What follows belongs to an exercise in optimizing a design on an open flow for small area, a short achievable clock period and few clock cycles; a production flow would make more cautious choices. At most, simulation tests tie the RTL to the original design; equivalence was not proved.

## lab9
module lab9(x,y,z,clk,reset,start,done);
input [7:0]x,y;
input clk,reset;
input start;
output [7:0]z;
output reg done;
reg [7:0] a, b;
reg busy;
wire [7:0] o = a | b;
wire [7:0] lo = {|o[6:0], |o[5:0], |o[4:0], |o[3:0], |o[2:0], |o[1:0], o[0], 1'b0};
wire [7:0] m0 = ~lo;                      
wire a_odd = |(a & m0);
wire b_odd = |(b & m0);
wire d_2 = ~|((a ^ b) & ~{lo[6:0], 1'b0});
wire d_3 = ~|((a ^ b) & ~{lo[5:0], 2'b0});
wire [6:0] u = a[7:1], v = b[7:1];
wire [6:0] pr = ~(u ^ v);                 
wire [6:0] g = u & ~v;
wire [6:0] t = u | ~v;
wire [6:0] G, T;
wire g10 = g[1] | (t[1] & g[0]),  t10 = t[1] & t[0];
wire g32 = g[3] | (t[3] & g[2]),  t32 = t[3] & t[2];
wire g54 = g[5] | (t[5] & g[4]),  t54 = t[5] & t[4];
wire g20 = g[2] | (t[2] & g10),   t20 = t[2] & t10;
wire g30 = g32 | (t32 & g10),     t30 = t32 & t10;
wire g64 = g[6] | (t[6] & g54),   t64 = t[6] & t54;
assign G[0] = g[0];              assign T[0] = t[0];
assign G[1] = g10;               assign T[1] = t10;
assign G[2] = g20;               assign T[2] = t20;
assign G[3] = g30;               assign T[3] = t30;
assign G[4] = g[4] | (t[4] & g30); assign T[4] = t[4] & t30;
assign G[5] = g54 | (t54 & g30);   assign T[5] = t54 & t30;
assign G[6] = g64 | (t64 & g30);   assign T[6] = t64 & t30;
wire [6:0] c  = {G[5:0], 1'b0};           
wire [6:0] c1 = {G[5:0] | T[5:0], 1'b1};  
wire [6:0] dab = pr ^ c1;                 
wire [6:0] dba = ~(pr ^ c);               
wire a_ge = G[6] | T[6];                  
wire fin = (a == b) | ~|a;
assign z = b;
always @(posedge clk) begin
	if (reset) begin
		busy <= 1'b0;
		done <= 1'b0;
	end else begin
		done <= busy & fin & ~start;
		if (start)
			busy <= 1'b1;
		else if (fin)
			busy <= 1'b0;
	end
end
wire sh_a  = ~start & ~a_odd;             
wire swp   = ~start & a_odd & ~b_odd;     
wire sub   = ~start & a_odd & b_odd;      
wire [6:0] dd = pr ^ (a_ge ? c1 : ~c);    
  ...
Size in the first run: about 300 cells after synthesis, roughly 18 flip-flops, ~28 I/O pins.
==> module lab9, before the edit <==
module lab9(x,y,z,clk,reset,start,done);
input [7:0]x,y;
input clk,reset;
input start;
output [7:0]z;
output reg done;
reg [7:0] a, b;
reg busy;
wire [7:0] o = a | b;
wire [7:0] lo = {|o[6:0], |o[5:0], |o[4:0], |o[3:0], |o[2:0], |o[1:0], o[0], 1'b0};
wire [7:0] m0 = ~lo;                      
wire a_odd = |(a & m0);
wire b_odd = |(b & m0);
wire d_2 = ~|((a ^ b) & ~{lo[6:0], 1'b0});
wire d_3 = ~|((a ^ b) & ~{lo[5:0], 2'b0});
wire [6:0] u = a[7:1], v = b[7:1];
wire [6:0] pr = ~(u ^ v);                 
wire [6:0] g = u & ~v;
wire [6:0] t = u | ~v;
wire [6:0] G, T;
wire g10 = g[1] | (t[1] & g[0]),  t10 = t[1] & t[0];
wire g32 = g[3] | (t[3] & g[2]),  t32 = t[3] & t[2];
wire g54 = g[5] | (t[5] & g[4]),  t54 = t[5] & t[4];
wire g20 = g[2] | (t[2] & g10),   t20 = t[2] & t10;
wire g30 = g32 | (t32 & g10),     t30 = t32 & t10;
wire g64 = g[6] | (t[6] & g54),   t64 = t[6] & t54;
assign G[0] = g[0];              assign T[0] = t[0];
assign G[1] = g10;               assign T[1] = t10;
assign G[2] = g20;               assign T[2] = t20;
assign G[3] = g30;               assign T[3] = t30;
assign G[4] = g[4] | (t[4] & g30); assign T[4] = t[4] & t30;
assign G[5] = g54 | (t54 & g30);   assign T[5] = t54 & t30;
assign G[6] = g64 | (t64 & g30);   assign T[6] = t64 & t30;
wire [6:0] c  = {G[5:0], 1'b0};           
wire [6:0] c1 = {G[5:0] | T[5:0], 1'b1};  
wire [6:0] dab = pr ^ c1;                 
wire [6:0] dba = ~(pr ^ c);               
wire a_ge = G[6] | T[6];                  
wire fin = (a == b) | ~|a;
assign z = b;
always @(posedge clk) begin
	if (reset) begin
		busy <= 1'b0;
		done <= 1'b0;
	end else begin
		done <= busy & fin & ~start;
		if (start)
			busy <= 1'b1;
		else if (fin)
			busy <= 1'b0;
	end
end
wire sh_a  = ~start & ~a_odd;             
wire swp   = ~start & a_odd & ~b_odd;     
wire sub   = ~start & a_odd & b_odd;      
wire [6:0] dd = pr ^ (a_ge ? c1 : ~c);    
wire [7:0] dsel = ({8{~d_2}} & dd) | ({8{d_2 & ~d_3}} & dd[6:1]) | ({8{d_3}} & dd[6:2]);
wire [7:0] a_nx = ({8{start}} & x) | ({8{sh_a}} & (a >> 1)) | ({8{sub}} & dsel) | ({8{swp}} & (b >> 1));
wire [7:0] b_nx = ({8{start}} & y) | ({8{(sub & ~a_ge) | swp}} & a) | ({8{sh_a | (sub & a_ge)}} & b);
always @(posedge clk) begin
	a <= a_nx;
	b <= b_nx;
end
endmodule
==> flow/config.mk <==
export PLATFORM = sky130hd
export DESIGN_NAME = lab9
export DESIGN_NICKNAME = lab9
export VERILOG_FILES = /design/flow/design.v
export SDC_FILE = /design/flow/constraint.sdc
export NUM_CORES = 4
export LEC_CHECK = 0
export ABC_AREA = 1
export CAP_MARGIN = 20
export CORE_MARGIN = 2
export CORE_UTILIZATION = 40
export CTS_BUF_LIST = sky130_fd_sc_hd__clkbuf_4
export SETUP_SLACK_MARGIN = 2.8
export SLEW_MARGIN = 20
==> flow/constraint.sdc <==
create_clock -name core_clock -period 5.0 [get_ports {clk}]
set_input_delay 1.0000 -clock core_clock [delete_from_list [all_inputs] [get_ports {clk}]]
set_output_delay 1.0000 -clock core_clock [all_outputs]
set_load 0.01 [all_outputs]
standard.sh (not shown) runs the stock make flow with config.mk's settings and CLKGATE_MAP_FILE= SYNTH_SCRIPT=/design/flow/synth_recipe.tcl, a recipe that flattens the netlist after the stock synthesis.
==> flow/flow/run.sh <==
#!/bin/bash
# The standard layout, with the smallest buffer on every input and output port
# instead of the one buffer_ports picks by default.
set -euo pipefail
bash standard.sh "BUFFER_PORTS_ARGS=-buffer_cell sky130_fd_sc_hd__buf_1" finish > standard.log 2>&1
Change:
--- a/flow/design.v
+++ b/flow/design.v
@@ -52,10 +52,12 @@
 end
 wire sh_a  = ~start & ~a_odd;             
-wire swp   = ~start & a_odd & ~b_odd;     
+wire sh_b  = ~start & a_odd & ~b_odd;     
 wire sub   = ~start & a_odd & b_odd;      
 wire [6:0] dd = pr ^ (a_ge ? c1 : ~c);    
 wire [7:0] dsel = ({8{~d_2}} & dd) | ({8{d_2 & ~d_3}} & dd[6:1]) | ({8{d_3}} & dd[6:2]);
-wire [7:0] a_nx = ({8{start}} & x) | ({8{sh_a}} & (a >> 1)) | ({8{sub}} & dsel) | ({8{swp}} & (b >> 1));
-wire [7:0] b_nx = ({8{start}} & y) | ({8{(sub & ~a_ge) | swp}} & a) | ({8{sh_a | (sub & a_ge)}} & b);
+wire [7:0] a_nx = ({8{start}} & x) | ({8{sh_a}} & (a >> 1)) | ({8{sub}} & dsel) | ({8{sh_b & ~bz}} & a);
+wire bz = ~|b & a_odd;                    
+wire [7:0] b_nx = ({8{start}} & y) | ({8{sh_b & ~bz}} & (b >> 1)) | ({8{(sub & ~a_ge) | (~start & bz)}} & a)
+                | ({8{sh_a | (sub & a_ge)}} & b);
 always @(posedge clk) begin
 	a <= a_nx;
The new run finished clean.
Utilization is lower by 1.6 points.
Via count is higher by about 2.7%.
Setup slack improved by 0.024 ns.
Synthesized area fell by about 0.9%.
Design area decreases by 3.8%.
Sequential cell count stays the same.
Non-clock buffer count shrinks by 8.
First-iteration DRC count climbs by 2.3%.
Sequential share of layout area goes up by 0.42 points.
Register-to-register slack improves by 0.02 ns.
Routed wire length rises by about 4.3%.
Worst hold slack is about the same.
Function was not checked in any run of this note: the RTL went through the layout flow alone.

---

Another version of the RTL of lab9 (not shown whole).
Size: ~320 cells after synthesis, ~18 flip-flops, roughly 28 I/O pins.
==> module lab9, before the edit <==
module lab9(x,y,z,clk,reset,start,done);
input [7:0]x,y;
input clk,reset;
input start;
output [7:0]z;
output reg done;
reg [7:0] a, b;
reg busy;
wire [7:0] o = a | b;
wire [7:0] lo = {|o[6:0], |o[5:0], |o[4:0], |o[3:0], |o[2:0], |o[1:0], o[0], 1'b0};
wire [7:0] m0 = ~lo;                      
wire a_odd = |(a & m0);
wire b_odd = |(b & m0);
wire d_2 = ~|((a ^ b) & ~{lo[6:0], 1'b0});
wire d_3 = ~|((a ^ b) & ~{lo[5:0], 2'b0});
wire [6:0] u = a[7:1], v = b[7:1];
wire [6:0] pr = ~(u ^ v);                 
wire [6:0] g = u & ~v;
wire [6:0] t = u | ~v;
wire [6:0] G, T;
wire g10 = g[1] | (t[1] & g[0]),  t10 = t[1] & t[0];
wire g32 = g[3] | (t[3] & g[2]),  t32 = t[3] & t[2];
wire g54 = g[5] | (t[5] & g[4]),  t54 = t[5] & t[4];
wire g20 = g[2] | (t[2] & g10),   t20 = t[2] & t10;
wire g30 = g32 | (t32 & g10),     t30 = t32 & t10;
wire g64 = g[6] | (t[6] & g54),   t64 = t[6] & t54;
assign G[0] = g[0];              assign T[0] = t[0];
assign G[1] = g10;               assign T[1] = t10;
assign G[2] = g20;               assign T[2] = t20;
assign G[3] = g30;               assign T[3] = t30;
assign G[4] = g[4] | (t[4] & g30); assign T[4] = t[4] & t30;
assign G[5] = g54 | (t54 & g30);   assign T[5] = t54 & t30;
assign G[6] = g64 | (t64 & g30);   assign T[6] = t64 & t30;
wire [6:0] c  = {G[5:0], 1'b0};           
wire [6:0] c1 = {G[5:0] | T[5:0], 1'b1};  
wire [6:0] dab = pr ^ c1;                 
wire [6:0] dba = ~(pr ^ c);               
wire a_ge = G[6] | T[6];                  
wire fin = (a == b) | ~|a;
assign z = b;
always @(posedge clk) begin
	if (reset) begin
		busy <= 1'b0;
		done <= 1'b0;
	end else begin
		done <= busy & fin & ~start;
		if (start)
			busy <= 1'b1;
		else if (fin)
			busy <= 1'b0;
	end
end
wire sh_a  = ~start & ~a_odd;             
wire swp   = ~start & a_odd & ~b_odd;     
wire sub   = ~start & a_odd & b_odd;      
wire [6:0] dd = pr ^ (a_ge ? c1 : ~c);    
wire [7:0] dsel = ({8{~d_2}} & dd) | ({8{d_2 & ~d_3}} & dd[6:1]) | ({8{d_3}} & dd[6:2]);
wire [7:0] a_nx = ({8{start}} & x) | ({8{sh_a & |(a & ~{lo[6:0], 1'b0})}} & (a >> 1)) | ({8{sh_a & ~|(a & ~{lo[6:0], 1'b0})}} & (a >> 2)) | ({8{sub}} & dsel) | ({8{swp}} & (b >> 1));
wire [7:0] b_nx = ({8{start}} & y) | ({8{(sub & ~a_ge) | swp}} & a) | ({8{sh_a | (sub & a_ge)}} & b);
always @(posedge clk) begin
	a <= a_nx;
	b <= b_nx;
end
endmodule
export LEC_CHECK = 0
export ABC_AREA = 1
export CAP_MARGIN = 20
export CORE_MARGIN = 2
export CORE_UTILIZATION = 55
export CTS_BUF_LIST = sky130_fd_sc_hd__clkbuf_4
export SETUP_SLACK_MARGIN = 2.9
export SLEW_MARGIN = 20
create_clock -name core_clock -period 5.0 [get_ports {clk}]
==> flow/flow/run.sh <==
#!/bin/bash
# The standard layout with two changes: synthesis leaves the adder logic to
# ABC (ADDER_MAP_FILE empty skips Yosys's extract_fa and the adder cell map),
# and every input and output port gets the smallest buffer.
set -euo pipefail
bash standard.sh "ADDER_MAP_FILE=" \
  "BUFFER_PORTS_ARGS=-buffer_cell sky130_fd_sc_hd__buf_1" finish > standard.log 2>&1
Testbench counts at the start, summed over its fixed seeds: cycles 23,913.
Next try:
--- a/flow/design.v
+++ b/flow/design.v
@@ -54,9 +54,12 @@
 wire swp   = ~start & a_odd & ~b_odd;     
 wire sub   = ~start & a_odd & b_odd;      
 wire [6:0] dd = pr ^ (a_ge ? c1 : ~c);    
 wire [7:0] dsel = ({8{~d_2}} & dd) | ({8{d_2 & ~d_3}} & dd[6:1]) | ({8{d_3}} & dd[6:2]);
-wire [7:0] a_nx = ({8{start}} & x) | ({8{sh_a & |(a & ~{lo[6:0], 1'b0})}} & (a >> 1)) | ({8{sh_a & ~|(a & ~{lo[6:0], 1'b0})}} & (a >> 2)) | ({8{sub}} & dsel) | ({8{swp}} & (b >> 1));
+wire [7:0] ev = a_odd ? b : a;
+wire ev2 = ~|(ev & ~{lo[6:0], 1'b0});
+wire [7:0] a_nx = ({8{start}} & x) | ({8{(sh_a | swp) & ~ev2}} & (ev >> 1)) | ({8{(sh_a | swp) & ev2}} & (ev >> 2))
+                | ({8{sub}} & dsel);
 wire [7:0] b_nx = ({8{start}} & y) | ({8{(sub & ~a_ge) | swp}} & a) | ({8{sh_a | (sub & a_ge)}} & b);
 always @(posedge clk) begin
 	a <= a_nx;
 	b <= b_nx;
Effect: Routed wire length goes up by 22%. Worst hold slack improved by 0.048 ns. Global-route usage goes up by 0.17 points. Setup slack got worse by 0.15 ns. Cell area goes up by 23%. Via count goes up by 14%. Critical path depth goes up by 4. Final cell count goes up by 7.4%. Sequential share of layout area goes down by 2.3 points. Clock-buffer cell count stays the same.
Only the layout flow was run in the second run of this note; the RTL was not checked for function there.

what the ideal ports hide:
Ports are ideal in the flow. The routed layouts listed here were re-timed in OpenROAD. Step 1 assumes that a clkbuf_16 drives the clock port and a buf_2 every other input. Step 2 also shifts input and output timing later by t, the mid clock arrival at the registers, as if the neighbouring blocks saw the same clock. a / b / c = ideal ports / drivers / drivers and shift; a / b = the first two.
run	shift t [ns]	setup slack, ns	hold WS [ns]
the first run of note 1	0.323	2.916 / 2.916 / 2.619	0.480 / 0.480 / 0.480
the second run of note 1	0.333	2.940 / 2.940 / 2.780	0.480 / 0.480 / 0.480
the first run of note 2	0.320	3.080 / 3.064 / 2.803	0.450 / 0.450 / 0.450
the second run of note 2	0.315	2.926 / 2.926 / 2.795	0.497 / 0.497 / 0.497
After both steps every run listed still meets setup and hold. The setup slack of the first run of note 1, which loses most, moves by 0.000 ns with the drivers and by -0.297 ns with both steps.
